Source: an optimization exercise on an open RTL-to-GDS flow (aim: small area). Production flows keep margins and buffers that such runs may drop. RTL that was checked went through simulation tests only; none was proved equivalent to the original. No functional check of the RTL was part of runs 2 and 3. No activity file was given, so power comes from the tool's default toggle rates.

[flow/run.sh]
#!/bin/bash
# synth_recipe.tcl (not shown) runs the flow's synth.tcl, then flattens the netlist and writes it again
# the make line also repeats each setting of config.mk as NAME=value (left out here)
make -C /OpenROAD-flow-scripts/flow DESIGN_CONFIG=/design/flow/config.mk WORK_HOME=/design/flow/orfs CLKGATE_MAP_FILE= SYNTH_SCRIPT=/design/flow/synth_recipe.tcl finish
[flow/design.v]
module ALU(
    input [31:0] A, B,
    input [2:0] ALUControl,
    output Carry, OverFlow, Zero, Negative,
    output [31:0] Result
);
    wire [31:0] B_inv;
    wire [32:0] Sum_result;
    wire is_sub;
    assign is_sub = (ALUControl == 3'b001);
    assign B_inv = is_sub ? ~B : B;
    assign Sum_result = A + B_inv + is_sub;
    reg [31:0] Result_reg;
    reg Cout_reg, OverFlow_reg;
    always @(*) begin
        Result_reg = 32'h0;
        Cout_reg = 1'b0;
        OverFlow_reg = 1'b0;
        case (ALUControl)
            3'b000: begin  
                Result_reg = Sum_result[31:0];
                Cout_reg = Sum_result[32];
                OverFlow_reg = (A[31] == B[31]) && (Result_reg[31] != A[31]);
            end
            3'b001: begin  
                Result_reg = Sum_result[31:0];
                Cout_reg = Sum_result[32];
                OverFlow_reg = (A[31] != B[31]) && (Result_reg[31] != A[31]);
            end
            3'b010: Result_reg = A & B;    
            3'b011: Result_reg = A | B;    
            3'b100: Result_reg = A ^ B;    
            3'b101: Result_reg = ($signed(A) < $signed(B)) ? 32'b1 : 32'b0;  
            3'b110: Result_reg = A << B[4:0];  
            3'b111: Result_reg = A >> B[4:0];  
            default: Result_reg = 32'h0;
        endcase
    end
    assign Result   = Result_reg;
    assign Zero     = (Result_reg == 32'b0);
    assign Negative = Result_reg[31];
    assign Carry    = Cout_reg;
    assign OverFlow = OverFlow_reg;
endmodule
`timescale 1ns / 1ps
module ALU_ft (
    input              clk,
    input              rst,
    input      [31:0]  A,
    input      [31:0]  B,
    input      [2:0]   ALUControl,
    output reg [31:0]  Result,
    output reg         Zero,
    output reg         Carry,
    output reg         OverFlow,
    output reg         Negative,
    output reg         fault_detected_out
);
    wire [31:0] alu_res;
    wire alu_z, alu_c, alu_v, alu_n;
    ALU u_alu (
        .A(A),
        .B(B),
        .ALUControl(ALUControl),
        .Result(alu_res),
        .Zero(alu_z),
        .Carry(alu_c),
        .OverFlow(alu_v),
        .Negative(alu_n)
    );
    reg [31:0] res_t1;
    reg [31:0] res_t2;
    localparam STAGE1 = 2'b00;
    localparam STAGE2 = 2'b01;
    localparam STAGE3 = 2'b10;
    reg [1:0] state;
    always @(posedge clk or negedge rst) begin
        if (!rst) begin
            state              <= STAGE1;
            fault_detected_out <= 1'b0;
            res_t1             <= 32'b0;
            res_t2             <= 32'b0;
            Result             <= 32'b0;
            Zero               <= 1'b0;
            Carry              <= 1'b0;
            OverFlow           <= 1'b0;
            Negative           <= 1'b0;
        end
        else begin
            case (state)
                STAGE1: begin
                    res_t1 <= alu_res;           
                    fault_detected_out <= 1'b0;
                    state <= STAGE2;
                end
                STAGE2: begin
                    res_t2 <= alu_res;           
                    if (res_t2 == res_t1) begin
                        Result   <= alu_res;
                        Zero     <= alu_z;
                        Carry    <= alu_c;
                        OverFlow <= alu_v;
                        Negative <= alu_n;
                        state    <= STAGE1;
                    end
                    else begin
                        fault_detected_out <= 1'b1;
                        state <= STAGE3;
                    end
                end
                STAGE3: begin
                    Result   <= alu_res;
                    Zero     <= alu_z;
                    Carry    <= alu_c;
                    OverFlow <= alu_v;
                    Negative <= alu_n;
                    state <= STAGE1;
                end
            endcase
        end
    end
endmodule
[flow/config.mk]
export PLATFORM = sky130hd
export DESIGN_NAME = ALU_ft
export DESIGN_NICKNAME = ALU_ft
export VERILOG_FILES = /design/flow/design.v
export SDC_FILE = /design/flow/constraint.sdc
export NUM_CORES = 4
export LEC_CHECK = 0
export CAP_MARGIN = 30
export CORE_MARGIN = 2
export CORE_UTILIZATION = 40
export SLEW_MARGIN = 30
[flow/constraint.sdc]
create_clock -name core_clock -period 6.0 [get_ports {clk}]
set_input_delay 1.2000 -clock core_clock [delete_from_list [all_inputs] [get_ports {clk}]]
set_output_delay 1.2000 -clock core_clock [all_outputs]
set_load 0.01 [all_outputs]
==> notes.md, run 1 <==
- The run finished with no timing, DRC or antenna violations.
- The normalized max-slew margin is 0.338.
- For the pin with the worst max-slew slack, the measured transition is 990 ps.
- Of the total power, registers draw 0.292.
- The maximum number of pins on one net before global-route repair is 79.
- The cell with the largest stage delay on the worst path is sky130_fd_sc_hd__or4b_1.
- The number of enable flip-flop cells after synthesis is 0.
- Compared with the post-synthesis result, the final layout area differs by 18.5%.
- The count of buffering cells on the critical path with inverters included is 2.
- The number of clock sinks is 102.
- The first global-routing pass estimated 83.8 mm of wire.
- Setup repair after global routing left no endpoint under its margin.
- The switching power is 1.18 mW.
- The share of the Yosys chip area taken by registers is 0.196.
- The area of the die is 34100 µm².
- The layout filler cell count is 3189.
- Clock tree synthesis inserted a total of 9 buffers.
- The via density per instance is 6.28.
- The number of iterations in the first detailed-routing pass is 5.
- For this design the ratio of total power to cell area is 191 nW/µm².
- The maximum net fanout on the critical path is 7.
- In the global route stage, overall resource usage came out at 0.329.
- The hold slack is 478 ps.
- The floorplan step set the die height to 185 µm.
- The number of global-route vias before repair is 13054.
- The overall power of the completed layout is 2.96 mW.
- The worst setup path is captured at a flip-flop.
- For this run, the leading register cell type out of synthesis is sky130_fd_sc_hd__dfrtp_1.
- The hold buffer count at cts is 0.
- The worst setup path is launched from an input pin.
- The footprint of the multi-input gates is 9630 µm².
- The detailed placer's ending HPWL is 44.0 mm.
- The leakage power is 6.71 nW.
- The worst path arrival time is 5970 ps.
- 106 I/O pins were placed.
- Of the total power, combinational logic draws 0.489.
- During synthesis, Yosys emitted a total of 2 warnings.
- The post-placement cell count is 2097.
- The fmax is 175 MHz.
- The clock latency at the later pin of the worst-skew pair is 350 ps.
- The ratio of cells with drive above 1 in the final layout is 0.162.
- The net count of the finished layout is 1867.
- Synthesis inferred 102 register bits.
- The signal on the critical path passes through clkdlybuf4s50_1 -> or2_2 -> nor2_4 -> xnor2_1 -> ha_1 -> nand4_1 -> a211oi_1 -> nor2_1 -> buf_4 -> o21ba_2 -> xor2_1 -> o2111a_1 -> nand3_1 -> or4b_1 -> nor4_2 -> nand4_1 -> o41ai_2.
- The layer carrying the most global-route usage is met2.
- STA puts the critical path data required time at 6250 ps.
- The number of antenna violations at the first check in global routing is 1.
- The count of final setup violators is 0.
- The post-synthesis cell count is 1547.
- Once layout is complete, the utilization of the core stands at 0.479.
- Among cell families on the critical path, the largest total delay comes from simple AND/OR/NAND/NOR gates.
- The final weighted congestion in routability-driven placement is 1.03.
- The internal power summed over all cells is 1.78 mW.
- For this configuration, the core starts out at a cell density of 0.404.
- The final count of hold timing violations is 0.
- The number of DRC violations after detailed-routing iteration 0 is 1443.
- IR analysis of the VDD net gives a maximum drop of 0.000156 V.
- The number of levels in the clock H-tree is 3.
- Dividing the detail-routed wire length by the instance count gives 26.2 µm.
- The worst min-delay path class is flip-flop to flip-flop.
- For met2 alone, demand over resource in global routing was 0.539.
- The number of slew-limit violations in the final report is 0.
- The type of the worst setup path is input pin to flip-flop.
- For this run, the number of standard cells in the final layout without fillers is 2113.
- The number of antenna diodes is 0.
- Measured along the x axis, the die boundary spans 185 µm.
- The CTS tree is built.
- Adding up every negative setup slack in the final design gives 0 ps.
- The core box area is 32300 µm².
- The floorplan has 66 rows.
- The number of buffers added on ports is 105.
- Once detail routing completed, the nets flagged for antenna violations numbered 0.
- The share of total power dissipated in the clock network is 0.219.
- The detailed-route wire length is 55.4 mm.
- The number of buffers on the longest clock path is 2.
- The met3 track demand over resource is 0.0439.
- By instance count, the cell type seen most on the critical path is sky130_fd_sc_hd__nand4_1.
- The number of distinct library cell variants in the gate-level netlist after synthesis is 86.
- Summing all flip-flop and latch instances after layout gives 2550 µm².
- The net count after synthesis is 1748.
- After global routing the overflow that remains totals 0.
- In the finished design, the share of the clock period the worst path needs comes to 0.953.
- The setup clock skew after layout is 12.1 ps.
- The clock input transition at the sequential cells of the worst setup and hold paths is 70 ps.
- Across the run, the number of max-cap violations was 0.
- The met1 track utilization from global routing is 0.433.
- After synthesis, the share of flip-flops with an asynchronous set or reset is 1.00.
- For this run, design rule violations remaining after detail routing come to 0.
- The total standard cell area after synthesis is 13000 µm².
- The smallest clock period supported by the final layout is computed as 5720 ps.
- The via count of the routed design is 13262.
- The cell chosen for the clock root is sky130_fd_sc_hd__clkbuf_16.
- The critical path's largest stage delay is 580 ps.
- The proportion of total power due to net switching is 0.398.
- The average instance in the mapped netlist occupies 8.43 µm².
[power by group through the flow]
stage	registers, mW	logic [mW]	clock network, mW
final	0.863	1.45	0.647
after CTS	0.863	1.42	0.652
after floorplan	0.883	0.794	0
after global placement	0.872	1.41	0
after global routing	0.877	1.55	0.681
after detailed placement	0.877	1.41	0
[cell usage in the layout, fill, tap and decap left out, types with 26 or more instances in the layout]
master / instances
sky130_fd_sc_hd__a21oi_1: 118
sky130_fd_sc_hd__mux4_2: 51
sky130_fd_sc_hd__mux2i_1: 59
sky130_fd_sc_hd__nand3_1: 26
sky130_fd_sc_hd__a22oi_1: 33
sky130_fd_sc_hd__xnor2_1: 39
sky130_fd_sc_hd__nor2_1: 129
sky130_fd_sc_hd__dfrtp_1: 102
sky130_fd_sc_hd__nand2_1: 133
sky130_fd_sc_hd__ha_1: 129
sky130_fd_sc_hd__xor2_1: 42
sky130_fd_sc_hd__mux2_2: 49
sky130_fd_sc_hd__inv_1: 92
sky130_fd_sc_hd__clkdlybuf4s50_1: 100
sky130_fd_sc_hd__buf_4: 120
sky130_fd_sc_hd__o21ai_0: 80
[worst paths after layout]
check                              start    endpoint  slack [ps]  cells after the start
min reg2reg                   Result[23]  Result[23]         480                      2
max                        ALUControl[1]        Zero         280                     17
max reg2reg                   res_t1[22]        Zero        2640                     11
max in group asynchronous            rst  res_t1[18]        4270                      2
min in group asynchronous            rst        Zero         790                      1
min                           Result[23]  Result[23]         480                      2
[cells in the mapped netlist (13+ instances only)]
master | n | area (µm²)
sky130_fd_sc_hd__buf_2 | 24 | 120
sky130_fd_sc_hd__o211ai_1 | 15 | 113
sky130_fd_sc_hd__nor4_1 | 22 | 138
sky130_fd_sc_hd__o21ai_0 | 81 | 405
sky130_fd_sc_hd__nor3_1 | 19 | 95.1
sky130_fd_sc_hd__o22ai_1 | 20 | 125
sky130_fd_sc_hd__xor2_1 | 42 | 368
sky130_fd_sc_hd__nand4_1 | 18 | 113
sky130_fd_sc_hd__mux2_2 | 49 | 552
sky130_fd_sc_hd__a31oi_1 | 15 | 93.8
sky130_fd_sc_hd__a21oi_1 | 119 | 596
sky130_fd_sc_hd__buf_1 | 19 | 71.3
sky130_fd_sc_hd__a22oi_1 | 33 | 248
sky130_fd_sc_hd__o221ai_1 | 13 | 114
sky130_fd_sc_hd__nor2_1 | 131 | 492
sky130_fd_sc_hd__o21a_1 | 18 | 135
sky130_fd_sc_hd__mux4_2 | 51 | 1150
sky130_fd_sc_hd__a211oi_1 | 24 | 180
sky130_fd_sc_hd__nand2_1 | 134 | 503
sky130_fd_sc_hd__xnor2_1 | 39 | 342
sky130_fd_sc_hd__nand3_1 | 26 | 130
sky130_fd_sc_hd__clkbuf_1 | 70 | 263
sky130_fd_sc_hd__ha_1 | 131 | 1640
sky130_fd_sc_hd__dfrtp_1 | 102 | 2550
sky130_fd_sc_hd__inv_1 | 92 | 345
sky130_fd_sc_hd__mux2i_1 | 59 | 591
[metal layers]
metal | routed length [µm] | share of wire
met5 | 0 | 0
met4 | 2890 | 0.052
met3 | 4030 | 0.073
met2 | 25600 | 0.46
met1 | 22900 | 0.41
[worst reg2reg max path, cell delays in order (launching register included)]
cell,delay (ps)
sky130_fd_sc_hd__dfrtp_1,390
sky130_fd_sc_hd__xor2_1,170
sky130_fd_sc_hd__nor4_1,410
sky130_fd_sc_hd__nand4_1,130
sky130_fd_sc_hd__o21ai_0,370
sky130_fd_sc_hd__nand2_2,160
sky130_fd_sc_hd__nor2_2,140
sky130_fd_sc_hd__nand4b_1,100
sky130_fd_sc_hd__or4b_1,600
sky130_fd_sc_hd__nor4_2,340
sky130_fd_sc_hd__nand4_1,160
sky130_fd_sc_hd__o41ai_2,290
[repair_timing]
action | in CTS | in global routing
resized for setup | 0 | 3
setup buffers | 0 | 0
endpoints found under the setup margin | 0 | 1
[cells by family (layout without fill, tap and decap cells)]
family,after synthesis,count (layout),share of synthesized area
flip-flops,102,102,0.196
AO/OA/AOI/OAI,436,436,0.221
XOR/XNOR,81,81,0.0544
AND/OR/NAND/NOR,415,415,0.148
adder cells (fa/ha/maj),132,132,0.127
multiplexers,164,164,0.184
buffers and inverters,217,341,0.0705
[per-stage QoR]
step	setup slack (ps)	area (µm²)
6_report	281	15500
4_1_cts	176	15400
2_1_floorplan	49.7	13000
3_5_place_dp	-166	15100
5_1_grt	49.7	15500
3_3_place_gp	-122	15100
[area by class of cell]
class	count	share of cell area
multi-input cells	1228	0.623
well taps	442	0.0358
flip-flops and latches	102	0.165
repair buffers	229	0.131
clock buffers	10	0.0148
clock inverters	6	0.00648
inverters	96	0.0233
==> run 2: changes to the inputs <==
==> flow/design.v (replaced) <==
module ALU(
    input  [31:0] A, B,
    input  [2:0]  ALUControl,
    output        Carry, OverFlow, Zero, Negative,
    output [31:0] Result
);
    wire op_arith = (ALUControl[2:1] == 2'b00);
    wire is_sub   = (ALUControl == 3'b001) | (ALUControl == 3'b101);
    wire [31:0] bx = B ^ {32{is_sub}};
    wire [31:0] p  = A ^ bx;
    wire [31:0] g  = A & bx;
    wire [32:0] c;
    wire [7:0]  bg, bp;
    assign c[0] = is_sub;
    genvar i;
    generate
        for (i = 0; i < 8; i = i + 1) begin : blk
            assign bp[i] = &p[4*i+3:4*i];
            assign bg[i] = g[4*i+3] | (p[4*i+3] & g[4*i+2])
                         | (p[4*i+3] & p[4*i+2] & g[4*i+1])
                         | (p[4*i+3] & p[4*i+2] & p[4*i+1] & g[4*i]);
            assign c[4*i+1] = g[4*i]   | (p[4*i]   & c[4*i]);
            assign c[4*i+2] = g[4*i+1] | (p[4*i+1] & c[4*i+1]);
            assign c[4*i+3] = g[4*i+2] | (p[4*i+2] & c[4*i+2]);
            assign c[4*i+4] = bg[i]    | (bp[i]    & c[4*i]);
        end
    endgenerate
    wire [31:0] sum = p ^ c[31:0];
    wire slt = (A[31] ^ B[31]) ? A[31] : sum[31];
    wire [31:0] a_rev;
    generate
        for (i = 0; i < 32; i = i + 1) begin : rev_in
            assign a_rev[i] = A[31-i];
        end
    endgenerate
    wire [31:0] sh_in = ALUControl[0] ? A : a_rev;
    wire [31:0] sh = sh_in >> B[4:0];
    wire [31:0] sh_rev;
    generate
        for (i = 0; i < 32; i = i + 1) begin : rev_out
            assign sh_rev[i] = sh[31-i];
        end
    endgenerate
    reg [31:0] r;
    always @(*) begin
        case (ALUControl)
            3'b000, 3'b001: r = sum;
            3'b010: r = g;
            3'b011: r = p | g;
            3'b100: r = p;
            3'b101: r = {31'b0, slt};
            3'b110: r = sh_rev;
            default: r = sh;
        endcase
    end
    assign Result   = r;
    assign Zero     = (r == 32'b0);
    assign Negative = r[31];
    assign Carry    = op_arith & c[32];
    assign OverFlow = op_arith & (c[32] ^ c[31]);
endmodule
`timescale 1ns / 1ps
module ALU_ft (
    input              clk,
    input              rst,
    input      [31:0]  A,
    input      [31:0]  B,
    input      [2:0]   ALUControl,
    output reg [31:0]  Result,
    output reg         Zero,
    output reg         Carry,
    output reg         OverFlow,
    output             Negative,
    output reg         fault_detected_out
);
    wire [31:0] alu_res;
    wire alu_z, alu_c, alu_v, alu_n;
    ALU u_alu (
        .A(A),
        .B(B),
        .ALUControl(ALUControl),
        .Result(alu_res),
        .Zero(alu_z),
        .Carry(alu_c),
        .OverFlow(alu_v),
        .Negative(alu_n)
    );
    reg        q;
    reg        t2_valid;
    reg        mism;
    reg [31:0] t2;
    wire f    = fault_detected_out;
    wire s3   = q & f;
    wire load = q & (f | ~mism);
    always @(posedge clk or negedge rst) begin
        if (!rst) begin
            q                  <= 1'b0;
            fault_detected_out <= 1'b0;
            t2_valid           <= 1'b0;
            Result             <= 32'b0;
            Zero               <= 1'b0;
            Carry              <= 1'b0;
            OverFlow           <= 1'b0;
        end
        else begin
            q                  <= ~q | (~f & mism);
            fault_detected_out <= q & (f | mism);
            t2_valid           <= 1'b1;
            if (load) begin
                Result   <= alu_res;
                Zero     <= alu_z;
                Carry    <= alu_c;
                OverFlow <= alu_v;
            end
        end
    end
    always @(posedge clk) begin
        mism <= t2_valid ? (t2 != alu_res) : ~alu_z;
        if (!s3)
            t2 <= alu_res;
    end
    assign Negative = Result[31];
endmodule
--- a/flow/config.mk
+++ b/flow/config.mk
@@ -5,6 +5,7 @@
 export SDC_FILE = /design/flow/constraint.sdc
 export NUM_CORES = 4
 export LEC_CHECK = 0
+export ABC_AREA = 1
 export CAP_MARGIN = 30
 export CORE_MARGIN = 2
 export CORE_UTILIZATION = 40
==> run 2 against run 1 <==
Against the previous run:
- still clean
- core utilization is 3.6 points higher
- sequential share of layout area increased by 0.063 points
- sequential cell count shrank 31
- design area fell by 25%
- non-clock buffer count rose by 9
- total power rose by 2.7%
- area after synthesis fell by 29%
- cell count fell by 11%
- routed wire length fell by 35%
- sequential power increased by 2%
- combinational power rose by 13%
==> notes.md, run 2 <==
- The flow ran to the end and the layout has no timing, DRC or antenna violations.
- The worst-case reg-to-reg path depth is 5 (-6).
- The normalized max-slew margin is 0.510 (+0.171).
- The dominant combinational cell family by area after synthesis is simple AND/OR/NAND/NOR gates.
- The global-route total usage across every layer was 0.300 (-0.0291).
- The detailed placer's ending HPWL was 28.8 mm (-35%).
- The type of the worst setup path is input pin to flip-flop.
- The instance count along the most critical hold path came to 2 (unchanged).
- The post-synthesis cell count is 1420 (-8.2%).
- The number of antenna diodes is 0 (unchanged).
- The cell with the largest stage delay on the worst path is sky130_fd_sc_hd__clkdlybuf4s50_1.
- The cell that appears most often on the critical path is sky130_fd_sc_hd__nand2_1.
- The final design utilization is 0.515 (+0.0360).
- STA classifies the critical path endpoint as a flip-flop.
- The adder-cell share of the synthesized area is 0.137 (+0.00972).
- STA classifies the critical path startpoint as an input pin.
- The mux cell area share after synthesis was 0 (-0.184).
- The number of iterations in the first detailed-routing pass is 6 (+1).
- The number of clock sinks was 71 (-30%).
- Compared with the post-synthesis result, the final layout area differs by 26.5%.
- The cell type with the highest aggregate area in the netlist is sky130_fd_sc_hd__nand3_1.
- The power density of the placed cells is 261 nW/µm² (+36%).
- The count of final setup violators was 0 (unchanged).
- The net count of the finished layout came to 1753 (-6.1%).
- The number of buffers on the longest clock path is 2 (unchanged).
- The area of the die is 24300 µm² (-29%).
- The count of yosys warnings during synthesis was 2 (unchanged).
- The post-synthesis compound-gate area fraction is 0.0926 (-0.128).
- The proportion of total power due to net switching is 0.421 (+0.0231).
- The net count after synthesis is 1576 (-9.8%).
- The clock latency at the later pin of the worst-skew pair came to 340 ps (about the same).
- The terminus of the critical flop-to-flop path is Carry.
- The number of buffers inserted during clock tree synthesis was 9 (unchanged).
- The number of remaining DRC errors is 0 (unchanged).
- The XOR/XNOR share of the synthesized area came to 0.0361 (-0.0183).
- The share of the synthesized area in the top cell type is 0.165 (-0.0310).
- The fmax is 178 MHz (+2.0%).
- The number of global-route vias before repair is 9727 (-25%).
- The total standard cell area after synthesis is 9210 µm² (-29%).
- The sequential cell area fraction in the yosys report came to 0.210 (+0.0140).
- The final instance area is 11700 µm² (-25%).
- The final weighted congestion in routability-driven placement came to 1.00 (-2.5%).
- The die extent in y is 156 µm (-16%).
- The width of the die was 156 µm (-16%).
- The setup clock skew after layout was 8.52 ps (-3.53 ps).
- The worst register-to-register path begins at mism.
- In the post-synthesis netlist, the biggest area contributors are sky130_fd_sc_hd__nand3_1 (16%), sky130_fd_sc_hd__nand2_1 (16%), sky130_fd_sc_hd__edfxtp_1 (10%).
- The top-level port count is 106 (unchanged).
- The async set or reset register ratio after synthesis is 0.535 (-0.465).
- The global-route wire length before repair came to 55.4 mm (-34%).
- Leaving out fill and tap cells, the most frequent cell in the layout is sky130_fd_sc_hd__nand2_1.
- The number of antenna violations at the first check in global routing is 0 (-1).
- The wire length per cell after detailed routing is 19.1 µm (-27%).
- The largest registers in the layout are Result x32, t2 x32.
- The setup slack of the worst register-to-register path is 4380 ps (+1740 ps).
- The per-instance average area after synthesis is 6.49 µm² (-23%).
- The leakage power is 5.90 nW (-12%).
- The portion of total power attributed to the clock network is 0.171 (-0.048).
- The count of maximum capacitance violations is 0 (unchanged).
- The hold path startpoint is Result[12].
- The number of DRC violations after detailed-routing iteration 0 is 1059 (-27%).
- The overflow left after global routing came to 0 (unchanged).
- The floorplan row count is 55 (-17%).
- The initial core utilization was 0.407 (+0.00287).
- TritonCTS built the clock tree.
- The pin slew with the least headroom to its limit is 733 ps (-257 ps).
- The layout filler cell count is 2265 (-29%).
- The maximum net fanout on the critical path came to 4 (-3).
- The sequential group share of total power is 0.290 (-0.002).
- The footprint of the multi-input gates is 6300 µm² (-35%).
- The worst vdd rail ir drop is 0.000236 V (+51%).
- The clock period minus final worst setup slack is 5600 ps (-114 ps).
- The residual antenna-violating net count after detailed routing is 0 (unchanged).
- The most frequently used flop master after synthesis is sky130_fd_sc_hd__dfrtp_1.
- The maximum number of pins on one net before global-route repair is 69 (-13%).
- The worst min-delay path class is flip-flop to flip-flop.
- The worst-case hold path end point is Result[12].
- The detailed-route wire length is 36.0 mm (-35%).
- The instance area at placement is 11200 µm² (-26%).
- The hold buffer count at cts was 0 (unchanged).
- sky130_fd_sc_hd__nand2_1 is the most common cell in the netlist.
- The simple-gate share of the synthesized area came to 0.407 (+0.259).
- Setup repair after global routing left no endpoint under its margin.
- The number of buffers added on ports is 105 (unchanged).
- The via density per instance is 5.48 (-13%).
- The core box area was 22600 µm² (-30%).
- The clock input transition at the sequential cells of the worst setup and hold paths came to 60 ps (about the same).
- The critical path's largest stage delay came to 550 ps (-30 ps).
- The via count of the routed design came to 10332 (-22%).
- The number of slew-limit violations in the final report is 0 (unchanged).
- The number of enable flip-flop cells after synthesis is 32 (+32).
- The critical path data required time is 6240 ps (about the same).
- The number of distinct library cell variants in the gate-level netlist after synthesis is 50 (-42%).
- The switching power is 1.28 mW (+8.7%).
- The number of levels in the clock H-tree was 3 (unchanged).
- The combinational group share of total power is 0.539 (+0.050).
- The cell sitting at the root of the clock tree is a sky130_fd_sc_hd__clkbuf_16.
- The commonest cells after synthesis are sky130_fd_sc_hd__nand2_1 (381), sky130_fd_sc_hd__nand3_1 (303), sky130_fd_sc_hd__inv_1 (174).
- The final count of hold timing violations is 0 (unchanged).
- The share of the clock period used by the worst path is 0.934 (-0.0190).
- The ratio of cells with drive above 1 in the final layout was 0.130 (-0.0317).
- The worst path arrival time is 5840 ps (-130 ps).
- Leaving out fill and tap cells, the most frequent cells in the layout are sky130_fd_sc_hd__nand2_1 (380), sky130_fd_sc_hd__nand3_1 (303), sky130_fd_sc_hd__inv_1 (171), sky130_fd_sc_hd__buf_4 (132), sky130_fd_sc_hd__clkdlybuf4s50_1 (95).
- The synthesis-stage register bit count is 71 (-30%).
- The internal power summed over all cells came to 1.76 mW (-1.2%).
- The area of all sequential standard cells came to 1930 µm² (-24%).
[run 2: cell families after synthesis]
group,count (synthesis)
AND/OR/NAND/NOR,830
other,1
flip-flops,71
buffers and inverters,256
XOR/XNOR,38
adder cells (fa/ha/maj),87
AO/OA/AOI/OAI,137
[run 2: layout make-up]
| type | count | area share |
|---|---|---|
| Inverter | 183 | 0.0593 |
| Clock buffer | 10 | 0.0205 |
| Timing Repair Buffer | 238 | 0.178 |
| Sequential cell | 71 | 0.166 |
| Tap cell | 285 | 0.0306 |
| Clock inverter | 6 | 0.00451 |
| Multi-Input combinational cell | 1094 | 0.541 |
[run 2: worst max path at each step]
stage | from | end | cells past startpoint
floorplan | ALUControl[1] | mism | 35
CTS | ALUControl[1] | mism | 36
global route | ALUControl[1] | mism | 38
detailed placement | ALUControl[1] | mism | 30
global placement | ALUControl[1] | mism | 36
finish | A[7] | mism | 32
[run 2: critical path: cells and delay by family]
family / cells / cell delay, ps
buffers and inverters: 2 / 620
AO/OA/AOI/OAI: 4 / 620
XOR/XNOR: 1 / 150
adder cells (fa/ha/maj): 4 / 1510
AND/OR/NAND/NOR: 21 / 1690
[run 2: repair_timing]
action                                  4_1_cts  5_1_grt
pin swaps                                     2        2
endpoints found under the setup margin        2        7
gates cloned                                  0        1
resized for setup                            11       16
setup buffers                                 0        1
[run 2: power groups by stage]
stage / Clock [mW] / Sequential [mW] / Combinational, mW
6_report: 0.520 / 0.879 / 1.64
5_1_grt: 0.551 / 0.906 / 1.82
4_1_cts: 0.530 / 0.880 / 1.63
3_5_place_dp: 0 / 0.884 / 1.62
3_3_place_gp: 0 / 0.881 / 1.60
2_1_floorplan: 0 / 0.906 / 0.851
[run 2: layer usage]
metal  vias up  GRT usage  routed length (µm)
met4         0      0.128                1600
li1       5039          -                   -
met5         -          0                   0
met3        71     0.0667                3530
met1      4776      0.412               15600
met2       446      0.454               15300
[run 2: stage by stage]
step | power (mW) | hold WS [ps] | TNS, ps | worst slack, ps | std cells
after floorplan | 1.76 | 417 | 0 | 84.0 | 1420
after global placement | 2.48 | 467 | -497 | -245 | 1869
after detailed placement | 2.50 | 472 | -1500 | -458 | 1869
after CTS | 3.04 | 486 | 0 | 43.9 | 1885
after global routing | 3.28 | 507 | 0 | 35.6 | 1887
final | 3.04 | 480 | 0 | 396 | 1887
==> run 3: changes to the inputs <==
--- a/flow/config.mk
+++ b/flow/config.mk
@@ -9,4 +9,5 @@
 export CAP_MARGIN = 30
 export CORE_MARGIN = 2
 export CORE_UTILIZATION = 40
+export GPL_TIMING_DRIVEN = 0
 export SLEW_MARGIN = 30
==> run 3 against run 2 <==
Against the previous run:
- clock power is 6.0% higher
- critical endpoint unchanged
- largest cell class unchanged
- sequential cell count stayed put
- total power is 1.3% higher
==> notes.md, run 3 <==
- The fmax is 171 MHz (-4.1%).
- The overall power of the completed layout came to 3.08 mW (+1.3%).
- The core box area came to 22600 µm² (unchanged).
- Setup repair after global routing could not meet its margin everywhere.
- The cell with the largest stage delay on the worst path is sky130_fd_sc_hd__a221oi_1.
- The number of iterations in the first detailed-routing pass is 8 (+2).
- The run finished with no timing, DRC or antenna violations.
- The final design utilization is 0.505 (-0.00917).
- The leakage power is 5.67 nW (-3.8%).
- The critical path data required time is 6230 ps (about the same).
- The setup clock skew after layout is 9.49 ps (+0.976 ps).
- The largest registers in the layout are Result x32, t2 x32.
- The number of antenna violations at the first check in global routing was 0 (unchanged).
- In the layout the commonest cells are sky130_fd_sc_hd__nand2_1 (366), sky130_fd_sc_hd__nand3_1 (302), sky130_fd_sc_hd__inv_1 (172), sky130_fd_sc_hd__clkdlybuf4s50_1 (88), sky130_fd_sc_hd__nor2_1 (79).
- The count of yosys warnings during synthesis is 2 (unchanged).
- The number of clock sinks is 71 (unchanged).
- The overflow left after global routing was 0 (unchanged).
- The final instance count without filler cells is 1841 (-2.4%).
- The placement-stage worst setup slack came to -2010 ps (-1550 ps).
- The clock input transition at the sequential cells of the worst setup and hold paths was 60 ps (about the same).
- The wire length per cell after detailed routing came to 21.9 µm (+15%).
- The maximum net fanout on the critical path was 6 (+2).
- The ratio of cells with drive above 1 in the final layout is 0.111 (-0.0187).
- The global-route total usage across every layer was 0.335 (+0.0346).
- The synthesis-stage register bit count came to 71 (unchanged).
- The maximum number of pins on one net before global-route repair was 27 (-61%).
- The share of the clock period used by the worst path was 0.974 (+0.0397).
- The critical path's largest stage delay is 630 ps (+80 ps).
- After synthesis, the most frequently instantiated cells are sky130_fd_sc_hd__nand2_1 (381), sky130_fd_sc_hd__nand3_1 (303), sky130_fd_sc_hd__inv_1 (174).
- The number of buffers on the longest clock path is 2 (unchanged).
- The per-instance average area after synthesis is 6.49 µm² (unchanged).
- By startpoint and endpoint, the worst setup path is classified as input pin to flip-flop.
- The number of remaining DRC errors was 0 (unchanged).
- The net count of the finished layout is 1707 (-2.6%).
- The number of distinct library cell variants in the gate-level netlist after synthesis is 50 (unchanged).
- The detailed-route wire length came to 40.3 mm (+12%).
- The clock period minus final worst setup slack came to 5840 ps (+238 ps).
- Yosys attributes the largest share of cell area to sky130_fd_sc_hd__nand3_1 (16%), sky130_fd_sc_hd__nand2_1 (16%), sky130_fd_sc_hd__edfxtp_1 (10%).
- The final count of hold timing violations is 0 (unchanged).
- The post-placement cell count is 1808 (-3.3%).
- The post-synthesis cell count is 1420 (unchanged).
- The tree is rooted in a sky130_fd_sc_hd__clkbuf_16.
- The count of maximum capacitance violations is 0 (unchanged).
- The count of final setup violators is 0 (unchanged).
- The setup slack after layout is 157 ps (-238 ps).
- The via density per instance is 5.65 (+3.2%).
- The detailed placer's ending HPWL came to 32.8 mm (+14%).
- The worst vdd rail ir drop is 0.000281 V (+19%).
- The global-route wire length before repair came to 60.2 mm (+8.6%).
- The async set or reset register ratio after synthesis is 0.535 (unchanged).
- The number of DRC violations after detailed-routing iteration 0 is 1086 (+2.5%).
- The final weighted congestion in routability-driven placement is 1.00 (+0.20%).
- The number of antenna diodes is 0 (unchanged).
- The share of the synthesized area in the top cell type is 0.165 (unchanged).
- The endpoint class of the critical path is a flip-flop.
- The net count after synthesis is 1576 (unchanged).
- The hold buffer count at cts is 0 (unchanged).
- The worst path arrival time is 6070 ps (+230 ps).
- The residual antenna-violating net count after detailed routing came to 0 (unchanged).
- By instance count, the leading cell after synthesis is sky130_fd_sc_hd__nand2_1.
- The final instance area is 11400 µm² (-1.8%).
- The initial core utilization is 0.407 (unchanged).
- The normalized max-slew margin was 0.395 (-0.115).
- The most frequent standard cell in the layout excluding fill and tap cells is sky130_fd_sc_hd__nand2_1.
- The top-level port count came to 106 (unchanged).
- Among all flip-flop cells after synthesis, the most frequent one is sky130_fd_sc_hd__dfrtp_1.
- The cell occurring most often along the worst timing path is sky130_fd_sc_hd__nand2_1.
- The sequential cell area fraction in the yosys report is 0.210 (unchanged).
- The pin slew with the least headroom to its limit is 905 ps (+172 ps).
- The die extent in y is 156 µm (unchanged).
- The via count of the routed design is 10398 (+0.64%).
- The number of enable flip-flop cells after synthesis came to 32 (unchanged).
- The instance area at placement is 10600 µm² (-5.2%).
- The number of global-route vias before repair is 9984 (+2.6%).
- The power density of the placed cells is 269 nW/µm² (+3.1%).
- The number of levels in the clock H-tree was 3 (unchanged).
- The total standard cell area after synthesis was 9210 µm² (unchanged).
- The area of the die came to 24300 µm² (unchanged).
- The width of the die is 156 µm (unchanged).
- The cell type with the highest aggregate area in the netlist is sky130_fd_sc_hd__nand3_1.
- Relative to the synthesized area, the layout overhead comes to 24.2%.
- The hold slack was 446 ps (-33.2 ps).
- The final setup TNS is 0 ps (unchanged).
- TritonCTS built the clock tree.
- In this run the worst hold path is classified as flip-flop to flip-flop.
- The number of buffers inserted during clock tree synthesis is 9 (unchanged).
- The number of buffers added on ports is 100 (-4.8%).
- The number of slew-limit violations in the final report is 0 (unchanged).
- The startpoint type of the worst setup path is an input pin.
- The clock latency at the later pin of the worst-skew pair was 340 ps (about the same).
- The floorplan row count is 55 (unchanged).
## run 3: final timing paths
path                               startpoint                  to  slack (ps)  depth (start not counted)
max in group asynchronous                 rst          Result[24]        4760                          2
hold reg to reg                          mism  fault_detected_out         450                          2
setup / recovery                ALUControl[1]                mism         160                         28
min in group asynchronous                 rst          Result[11]         780                          1
hold / removal                           mism  fault_detected_out         450                          2
setup reg to reg           fault_detected_out          Result[13]        4320                          3
## run 3: power by group
group	internal (mW)	switching [mW]
logic	0.652	1.00
registers	0.760	0.108
clock network	0.325	0.225
total	1.74	1.34
## run 3: cell families (layout without fill, tap and decap cells)
kind of cell             Yosys count  count (layout)  synth area share
adder cells (fa/ha/maj)           87              87             0.137
flip-flops                        71              71             0.210
AO/OA/AOI/OAI                    137             137            0.0926
AND/OR/NAND/NOR                  830             830             0.407
other                              1               1          0.000407
buffers and inverters            256             392             0.117
XOR/XNOR                          38              38            0.0361
## run 3: area by class of cell
cell class / instances / area (µm²)
flip-flops and latches: 71 / 1930
inverters: 183 / 702
multi-input cells: 1093 / 6480
well taps: 285 / 357
clock inverters: 6 / 68.8
clock buffers: 10 / 229
plain buffers: 70 / 423
fillers: 2349 / 11200
repair buffers: 123 / 1250
## run 3: timing repair
item | CTS | global route
buffers inserted | 9 | 11
gates resized for setup | 42 | 57
pin swaps | 12 | 27
setup endpoints to repair | 43 | 4
## run 3: layer usage
layer	global-route usage	wire, µm
met1	0.472	18000
met2	0.521	17400
met3	0.0589	3440
met4	0.107	1410
met5	0	0
## run 3: critical path, delay by kind of cell
family / cells / cell delay (ps)
simple gates: 14 / 1610
buf+inv: 6 / 640
compound gates: 3 / 850
fa+ha+maj: 4 / 1520
xor+xnor: 1 / 200

## re-timing with driven ports
Ports are ideal in the flow. The routed layouts listed here were re-timed in OpenROAD. Step 1 (the two cells are an assumption about what drives the block):
set clk [get_ports {clk}]
set_driving_cell -lib_cell sky130_fd_sc_hd__clkbuf_16 $clk
set_driving_cell -lib_cell sky130_fd_sc_hd__buf_2 [delete_from_list [all_inputs] $clk]
Step 2 adds t to the input delays and takes it off the output delays; t is the mean of the earliest and latest rising clock arrival at the registers after step 1. Input paths then give back, and output paths get back, about the clock's delay inside the block. Three values: ideal ports, drivers, drivers and shift; two values: the first two.
run	shift t [ns]	setup WS [ns]	worst setup path at the end	slew at the worst register clock pin (ns)
run 1	0.383	0.281 / 0.297 / -0.086	input to register	0.08 / 0.08
run 2	0.377	0.396 / 0.411 / 0.034	input to register	0.06 / 0.06
run 3	0.374	0.157 / 0.135 / -0.239	input to register	0.06 / 0.06
With both steps, setup timing fails in run 1 and run 3, where it was met with ideal ports. The setup slack of run 3, which loses most, moves by -0.022 ns with the drivers and by -0.396 ns with both steps.
